This design comes from an exercise in tuning for small area, a short achievable clock period and few clock cycles per item on the open sky130 flow, not from production work. Where RTL was checked, it was by simulation tests only, not by an equivalence proof against the original.

// multiplier_1
module multiplier_1(
    input clk,
    input res_n,
    input start,
    output reg done,
    input [15:0] arg1,
    input [15:0] arg2,
    output reg [31:0] product
    );
Size in the first run: roughly 580 cells after synthesis, ~58 flip-flops, ~68 I/O pins, about 0.0065 sq mm of cells after synthesis.
Settings: LEC_CHECK=0, CAP_MARGIN=20, CORE_MARGIN=2, CORE_UTILIZATION=55, PLACE_DENSITY=0.75, SETUP_SLACK_MARGIN=1.4, SLEW_MARGIN=20, SYNTH_HIERARCHICAL=1; clock period 5.0 ns.
standard.sh (not shown) runs the stock make flow with config.mk's settings and CLKGATE_MAP_FILE= SYNTH_SCRIPT=/design/flow/synth_recipe.tcl, a recipe that flattens the netlist after the stock synthesis.
==> flow/flow/run.sh <==
#!/bin/bash
# The standard layout, with every port buffered by the smallest buffer
# (sky130_fd_sc_hd__buf_1) and a leaner clock tree.
set -euo pipefail
bash standard.sh BUFFER_PORTS_ARGS="-buffer_cell sky130_fd_sc_hd__buf_1" CTS_ARGS="-sink_clustering_enable -repair_clock_nets -dont_use_dummy_load -buf_list sky130_fd_sc_hd__clkbuf_8" > standard.log 2>&1
Testbench counts at the start, summed over its fixed seeds: cycles 568, items 192.
Rerun with:
--- a/flow/design.v
+++ b/flow/design.v
@@ -4,21 +4,24 @@
     input start,
     output reg done,
     input [15:0] arg1,
     input [15:0] arg2,
     output reg [31:0] product
     );
     reg busy;                      
     reg [16:0] S, C;               
     reg [7:0] LS, LC;              
     reg [7:0] L;                   
-    wire [24:0] hi = ~({S, LS} + {C, LC} + 1'b1);
+    wire [23:0] hp, hg, hc;
+    mul_pg #(24) upg (.a({S[15:0], LS}), .b({C[15:0], LC}), .p(hp), .g(hg));
+    mul_pfx #(24, 5) upfx (.p(hp), .g(hg), .c(hc));
+    wire [23:0] hi = ~(hp ^ hc);
     wire lc = hi[8] ^ S[0] ^ C[0];    
     wire [7:1] x = busy ? arg2[15:9] : arg2[7:1];
     wire [16:0] i0 = busy ? S : ~{1'b0, arg2[0] ? arg1 : 16'd0};
     wire [16:0] i1 = busy ? C : ~{arg2[8] ? arg1[8:0] : 9'd0, 8'd0};
     wire [6:0] e = ~(busy ? 7'd0 : arg2[8] ? arg1[15:9] : 7'd0);
     wire aci = ~(busy & lc);
     wire [15:0] pp1 = ~(x[1] ? arg1 : 16'd0);
     wire [15:0] pp2 = ~(x[2] ? arg1 : 16'd0);
     wire [15:0] pp3 = ~(x[3] ? arg1 : 16'd0);
     wire [15:0] pp4 = ~(x[4] ? arg1 : 16'd0);
@@ -380,13 +383,38 @@
         end
         if (!done) begin
             S <= ra[24:8];
             C <= rb[24:8];
             LS <= ra[7:0];
             LC <= rb[7:0];
             L <= hi[7:0];
         end
     end
 endmodule
+module mul_pg #(parameter N = 8) (input [N-1:0] a, input [N-1:0] b, output [N-1:0] p, output [N-1:0] g);
+    assign p = a ^ b;
+    assign g = {a[N-1:1] & b[N-1:1], a[0] | b[0]};
+endmodule
+module mul_pfx #(parameter N = 8, parameter L = 3) (input [N-1:0] p, input [N-1:0] g, output [N-1:0] c);
+    wire [N-1:0] gg [0:L];
+    wire [N-1:0] pp [0:L];
+    assign gg[0] = g;
+    assign pp[0] = {p[N-1:1], 1'b0};
+    genvar k, i;
+    generate
+        for (k = 0; k < L; k = k + 1) begin : lvl
+            for (i = 0; i < N; i = i + 1) begin : bt
+                if ((i >> k) & 1) begin : op
+                    assign gg[k+1][i] = gg[k][i] | (pp[k][i] & gg[k][((i >> k) << k) - 1]);
+                    assign pp[k+1][i] = pp[k][i] & pp[k][((i >> k) << k) - 1];
+                end else begin : thru
+                    assign gg[k+1][i] = gg[k][i];
+                    assign pp[k+1][i] = pp[k][i];
+                end
+            end
+        end
+    endgenerate
+    assign c = {gg[L][N-2:0], 1'b1};
+endmodule
 module mul_fa(input a, input b, input c, output s, output co);
     assign {co, s} = a + b + c;
 endmodule
After rerunning:
- via count goes down by roughly a tenth
- critical path depth goes down by 3
- design area goes down by a little under a tenth
- synthesized cell count goes down by roughly a tenth
- clock skew stays flat
- utilization goes down by 1.5 points
- global-route usage goes up by 0.31 points
- final cell count goes down by a little under a tenth
- setup slack gains 39 ps
- non-clock buffer count goes down by 10
Testbench counts after the change, summed over its fixed seeds: cycles 568, items 192.

The RTL this note starts from:
==> flow/design.v <==
module multiplier_1(
    input clk,
    input res_n,
    input start,
    output reg done,
    input [15:0] arg1,
    input [15:0] arg2,
    output reg [31:0] product
    );
    reg [1:0] cnt;             
    reg busy;                      
    reg [15:0] S, C;               
    reg [3:0] LS, LC;              
    reg [11:0] L;                  
    wire [15:0] b = arg2;          
    reg [3:0] xr;                 
    wire [3:0] x = busy ? xr : b[3:0];
    wire [19:0] hi = ~({S, LS} + {C, LC} + 1'b1);    
    wire [4:0] lo = {hi[4] ^ S[0] ^ C[0], hi[3:0]};   
    wire [15:0] as = ~(busy ? ~S : 16'd0);
    wire [15:0] ac = ~(busy ? ~C : 16'd0);
    wire aci = ~(busy & lo[4]);
    wire [15:0] pp0 = ~(x[0] ? arg1 : 16'd0);
    wire [15:0] pp1 = ~(x[1] ? arg1 : 16'd0);
    wire [15:0] pp2 = ~(x[2] ? arg1 : 16'd0);
    wire [15:0] pp3 = ~(x[3] ? arg1 : 16'd0);
    wire s1;
    wire c2;
    wire s3;
    wire c4;
    wire s5;
    wire c6;
    wire s7;
    wire c8;
    wire s9;
    wire c10;
    wire s11;
    wire c12;
    wire s13;
    wire c14;
    wire s15;
    wire c16;
    wire s17;
    wire c18;
    wire s19;
    wire c20;
    wire s21;
    wire c22;
    wire s23;
    wire c24;
    wire s25;
    wire c26;
    wire s27;
    wire c28;
    wire s29;
    wire c30;
    wire s31;
    wire c32;
    wire s33;
    wire c34;
    wire s35;
    wire c36;
    wire s37;
    wire c38;
    wire s39;
    wire c40;
    wire s41;
    wire c42;
    wire s43;
    wire c44;
    wire s45;
    wire c46;
    wire s47;
    wire c48;
    wire s49;
    wire c50;
    wire s51;
    wire c52;
    wire s53;
    wire c54;
    wire s55;
    wire c56;
    wire s57;
    wire c58;
    wire s59;
    wire c60;
    wire s61;
    wire c62;
    wire s63;
    wire c64;
    wire s65;
    wire c66;
    wire s67;
    wire c68;
    wire s69;
    wire c70;
    wire s71;
    wire c72;
    wire s73;
    wire c74;
    wire s75;
    wire c76;
    wire s77;
    wire c78;
    wire s79;
    wire c80;
    wire s81;
    wire c82;
    wire s83;
    wire c84;
    wire s85;
    wire c86;
    wire s87;
    wire c88;
    wire s89;
    wire c90;
    wire s91;
    wire c92;
    wire s93;
    wire c94;
    wire s95;
    wire c96;
    wire s97;
    wire c98;
    wire s99;
    wire c100;
    wire s101;
    wire c102;
    wire s103;
    wire c104;
    wire s105;
    wire c106;
    wire s107;
    wire c108;
    wire s109;
    wire c110;
    wire s111;
    wire c112;
    wire s113;
    wire c114;
    wire s115;
    wire c116;
    wire s117;
    wire c118;
    wire s119;
    wire c120;
    wire s121;
    wire c122;
    wire s123;
    wire c124;
    wire s125;
    wire c126;
    wire s127;
    wire c128;
    wire s129;
    wire c130;
    mul_fa us1 (.a(as[2]), .b(ac[2]), .c(1'b1), .s(s1), .co(c2));
    mul_fa us3 (.a(as[3]), .b(ac[3]), .c(pp0[3]), .s(s3), .co(c4));
    mul_fa us5 (.a(pp1[2]), .b(pp2[1]), .c(1'b1), .s(s5), .co(c6));
    mul_fa us7 (.a(as[4]), .b(ac[4]), .c(pp0[4]), .s(s7), .co(c8));
    mul_fa us9 (.a(pp1[3]), .b(pp2[2]), .c(pp3[1]), .s(s9), .co(c10));
    mul_fa us11 (.a(as[5]), .b(ac[5]), .c(pp0[5]), .s(s11), .co(c12));
    mul_fa us13 (.a(pp1[4]), .b(pp2[3]), .c(pp3[2]), .s(s13), .co(c14));
    mul_fa us15 (.a(as[6]), .b(ac[6]), .c(pp0[6]), .s(s15), .co(c16));
    mul_fa us17 (.a(pp1[5]), .b(pp2[4]), .c(pp3[3]), .s(s17), .co(c18));
    mul_fa us19 (.a(as[7]), .b(ac[7]), .c(pp0[7]), .s(s19), .co(c20));
    mul_fa us21 (.a(pp1[6]), .b(pp2[5]), .c(pp3[4]), .s(s21), .co(c22));
    mul_fa us23 (.a(as[8]), .b(ac[8]), .c(pp0[8]), .s(s23), .co(c24));
    mul_fa us25 (.a(pp1[7]), .b(pp2[6]), .c(pp3[5]), .s(s25), .co(c26));
    mul_fa us27 (.a(as[9]), .b(ac[9]), .c(pp0[9]), .s(s27), .co(c28));
    mul_fa us29 (.a(pp1[8]), .b(pp2[7]), .c(pp3[6]), .s(s29), .co(c30));
    mul_fa us31 (.a(as[10]), .b(ac[10]), .c(pp0[10]), .s(s31), .co(c32));
    mul_fa us33 (.a(pp1[9]), .b(pp2[8]), .c(pp3[7]), .s(s33), .co(c34));
    mul_fa us35 (.a(as[11]), .b(ac[11]), .c(pp0[11]), .s(s35), .co(c36));
    mul_fa us37 (.a(pp1[10]), .b(pp2[9]), .c(pp3[8]), .s(s37), .co(c38));
    mul_fa us39 (.a(as[12]), .b(ac[12]), .c(pp0[12]), .s(s39), .co(c40));
    mul_fa us41 (.a(pp1[11]), .b(pp2[10]), .c(pp3[9]), .s(s41), .co(c42));
    mul_fa us43 (.a(as[13]), .b(ac[13]), .c(pp0[13]), .s(s43), .co(c44));
    mul_fa us45 (.a(pp1[12]), .b(pp2[11]), .c(pp3[10]), .s(s45), .co(c46));
    mul_fa us47 (.a(as[14]), .b(ac[14]), .c(pp0[14]), .s(s47), .co(c48));
    mul_fa us49 (.a(pp1[13]), .b(pp2[12]), .c(pp3[11]), .s(s49), .co(c50));
    mul_fa us51 (.a(as[15]), .b(ac[15]), .c(pp0[15]), .s(s51), .co(c52));
    mul_fa us53 (.a(pp1[14]), .b(pp2[13]), .c(pp3[12]), .s(s53), .co(c54));
    mul_fa us55 (.a(pp1[15]), .b(pp2[14]), .c(1'b1), .s(s55), .co(c56));
    mul_fa us57 (.a(as[0]), .b(ac[0]), .c(1'b1), .s(s57), .co(c58));
    mul_fa us59 (.a(as[1]), .b(ac[1]), .c(pp0[1]), .s(s59), .co(c60));
    mul_fa us61 (.a(s1), .b(pp0[2]), .c(pp1[1]), .s(s61), .co(c62));
    mul_fa us63 (.a(s3), .b(s5), .c(pp3[0]), .s(s63), .co(c64));
    mul_fa us65 (.a(s7), .b(s9), .c(c4), .s(s65), .co(c66));
    mul_fa us67 (.a(s11), .b(s13), .c(c8), .s(s67), .co(c68));
    mul_fa us69 (.a(s15), .b(s17), .c(c12), .s(s69), .co(c70));
    mul_fa us71 (.a(s19), .b(s21), .c(c16), .s(s71), .co(c72));
    mul_fa us73 (.a(s23), .b(s25), .c(c20), .s(s73), .co(c74));
    mul_fa us75 (.a(s27), .b(s29), .c(c24), .s(s75), .co(c76));
    mul_fa us77 (.a(s31), .b(s33), .c(c28), .s(s77), .co(c78));
    mul_fa us79 (.a(s35), .b(s37), .c(c32), .s(s79), .co(c80));
    mul_fa us81 (.a(s39), .b(s41), .c(c36), .s(s81), .co(c82));
    mul_fa us83 (.a(s43), .b(s45), .c(c40), .s(s83), .co(c84));
    mul_fa us85 (.a(s47), .b(s49), .c(c44), .s(s85), .co(c86));
    mul_fa us87 (.a(s51), .b(s53), .c(c48), .s(s87), .co(c88));
    mul_fa us89 (.a(s55), .b(pp3[13]), .c(c52), .s(s89), .co(c90));
    mul_fa us91 (.a(pp2[15]), .b(pp3[14]), .c(1'b1), .s(s91), .co(c92));
    mul_fa us93 (.a(s57), .b(aci), .c(1'b1), .s(s93), .co(c94));
    mul_fa us95 (.a(s59), .b(pp1[0]), .c(c58), .s(s95), .co(c96));
    mul_fa us97 (.a(s61), .b(pp2[0]), .c(c60), .s(s97), .co(c98));
    mul_fa us99 (.a(s63), .b(c2), .c(c62), .s(s99), .co(c100));
    mul_fa us101 (.a(s65), .b(c6), .c(c64), .s(s101), .co(c102));
    mul_fa us103 (.a(s67), .b(c10), .c(c66), .s(s103), .co(c104));
    mul_fa us105 (.a(s69), .b(c14), .c(c68), .s(s105), .co(c106));
    mul_fa us107 (.a(s71), .b(c18), .c(c70), .s(s107), .co(c108));
    mul_fa us109 (.a(s73), .b(c22), .c(c72), .s(s109), .co(c110));
    mul_fa us111 (.a(s75), .b(c26), .c(c74), .s(s111), .co(c112));
    mul_fa us113 (.a(s77), .b(c30), .c(c76), .s(s113), .co(c114));
    mul_fa us115 (.a(s79), .b(c34), .c(c78), .s(s115), .co(c116));
    mul_fa us117 (.a(s81), .b(c38), .c(c80), .s(s117), .co(c118));
    mul_fa us119 (.a(s83), .b(c42), .c(c82), .s(s119), .co(c120));
    mul_fa us121 (.a(s85), .b(c46), .c(c84), .s(s121), .co(c122));
    mul_fa us123 (.a(s87), .b(c50), .c(c86), .s(s123), .co(c124));
    mul_fa us125 (.a(s89), .b(c54), .c(c88), .s(s125), .co(c126));
    mul_fa us127 (.a(s91), .b(c56), .c(c90), .s(s127), .co(c128));
    mul_fa us129 (.a(pp3[15]), .b(c92), .c(1'b1), .s(s129), .co(c130));
    wire [19:0] ra = {c130, s129, s127, s125, s123, s121, s119, s117, s115, s113, s111, s109, s107, s105, s103, s101, s99, s97, s95, s93};
    wire [19:0] rb = {1'b1, c128, c126, c124, c122, c120, c118, c116, c114, c112, c110, c108, c106, c104, c102, c100, c98, c96, c94, pp0[0]};
    always @(*) product = {hi[19:0], L};
    always @(posedge clk) begin
        if (!res_n) begin
            done <= 1'b0;
            busy <= 1'b0;
            cnt <= 0;
        end else if (!done && (busy || start)) begin
            cnt <= (cnt == 3) ? 0 : cnt + 1'b1;
            busy <= (cnt != 3);
            if (cnt == 3) done <= 1'b1;
        end
        if (!done) begin
            S <= ra[19:4];
            C <= rb[19:4];
            LS <= ra[3:0];
            LC <= rb[3:0];
            L <= {lo[3:0], L[11:4]};
        end
        case (cnt)
            0: xr <= b[7:4];
            1: xr <= b[11:8];
            default: xr <= b[15:12];
        endcase
    end
endmodule
module mul_fa(input a, input b, input c, output s, output co);
    assign {co, s} = a + b + c;
endmodule
export LEC_CHECK = 0
export CAP_MARGIN = 20
export CORE_MARGIN = 2
export CORE_UTILIZATION = 40
export PLACE_DENSITY = 0.6
export SETUP_SLACK_MARGIN = 1.6
export SLEW_MARGIN = 20
export SYNTH_HIERARCHICAL = 1
create_clock -name core_clock -period 5.0 [get_ports {clk}]
Scripts as last shown in full above: flow/flow/run.sh
Rerun with:
--- a/flow/design.v
+++ b/flow/design.v
@@ -9,16 +9,13 @@
     );
     reg [1:0] cnt;             
-    reg busy;                      
     reg [15:0] S, C;               
-    reg [3:0] LS, LC;              
-    reg [11:0] L;                  
-    wire [15:0] b = arg2;          
+    reg ci;                        
+    reg [15:0] L;                  
+    wire busy = (cnt != 0);
     reg [3:0] xr;                 
-    wire [3:0] x = busy ? xr : b[3:0];
-    wire [19:0] hi = ~({S, LS} + {C, LC} + 1'b1);    
-    wire [4:0] lo = {hi[4] ^ S[0] ^ C[0], hi[3:0]};   
+    wire [3:0] x = busy ? xr : arg2[3:0];
     wire [15:0] as = ~(busy ? ~S : 16'd0);
     wire [15:0] ac = ~(busy ? ~C : 16'd0);
-    wire aci = ~(busy & lo[4]);
+    wire aci = ~(busy & ci);
     wire [15:0] pp0 = ~(x[0] ? arg1 : 16'd0);
     wire [15:0] pp1 = ~(x[1] ? arg1 : 16'd0);
@@ -222,13 +219,12 @@
     wire [19:0] ra = {c130, s129, s127, s125, s123, s121, s119, s117, s115, s113, s111, s109, s107, s105, s103, s101, s99, s97, s95, s93};
     wire [19:0] rb = {1'b1, c128, c126, c124, c122, c120, c118, c116, c114, c112, c110, c108, c106, c104, c102, c100, c98, c96, c94, pp0[0]};
-    always @(*) product = {hi[19:0], L};
+    wire [4:0] lo = ~({1'b0, ra[3:0]} + {1'b0, rb[3:0]} + 5'd1);
+    always @(*) product = {~(S + C + {15'd0, ~ci}), L};
     always @(posedge clk) begin
         if (!res_n) begin
             done <= 1'b0;
-            busy <= 1'b0;
             cnt <= 0;
         end else if (!done && (busy || start)) begin
             cnt <= (cnt == 3) ? 0 : cnt + 1'b1;
-            busy <= (cnt != 3);
             if (cnt == 3) done <= 1'b1;
         end
@@ -236,12 +232,11 @@
             S <= ra[19:4];
             C <= rb[19:4];
-            LS <= ra[3:0];
-            LC <= rb[3:0];
-            L <= {lo[3:0], L[11:4]};
+            ci <= lo[4];
+            L <= {lo[3:0], L[15:4]};
         end
         case (cnt)
-            0: xr <= b[7:4];
-            1: xr <= b[11:8];
-            default: xr <= b[15:12];
+            0: xr <= arg2[7:4];
+            1: xr <= arg2[11:8];
+            default: xr <= arg2[15:12];
         endcase
     end
@@ -250,2 +245,5 @@
     assign {co, s} = a + b + c;
 endmodule
+module mul_ha(input a, input b, output s, output co);
+    assign {co, s} = a + b;
+endmodule
After rerunning: Final cell count goes down by 6.0%. Wire length fell by about 10%. Global-route usage falls by 1.2 points. Die area goes down by about 5%. Setup slack gets worse by 43 ps. Design area is lower by 6.7%. Clock-buffer cell count goes down by 4.
Function was not checked in any run of this note: the RTL went through the layout flow alone.

==> separate check: timing with driven ports <==
The flow's constraints put no driver on any port. The routed layouts listed below were extracted and timed again, unchanged, in two steps.
Step 1: set_driving_cell puts a clkbuf_16 on clk and a buf_2 on each other input, an assumption about the parent block.
Step 2, shift: input delay + t, output delay - t, t = (earliest + latest rising clock arrival at the registers) / 2. This alone moves slack from input paths to output paths.
a / b / c = ideal / step 1 / step 2; a / b = the first two.
| run | t, ns | setup WS [ns] | worst hold slack (ns) | latest minus earliest clock arrival (ns) | worst data-port slew with drivers (ns) |
|---|---|---|---|---|---|
| the first run of note 1 | 0.374 | 1.401 / 1.369 / 1.114 | 0.536 / 0.536 / 0.536 | 0.018 / 0.018 | 0.03 |
| the second run of note 1 | 0.362 | 1.441 / 1.411 / 1.100 | 0.540 / 0.540 / 0.540 | 0.020 / 0.020 | 0.04 |
| the first run of note 2 | 0.367 | 1.440 / 1.409 / 1.579 | 0.455 / 0.455 / 0.455 | 0.032 / 0.032 | 0.06 |
| the second run of note 2 | 0.339 | 1.397 / 1.363 / 1.355 | 0.459 / 0.459 / 0.459 | 0.026 / 0.026 | 0.03 |
After both steps setup and hold are still met in every run listed. The setup slack of the second run of note 1, which loses most, moves by -0.030 ns with the drivers and by -0.341 ns with both steps.
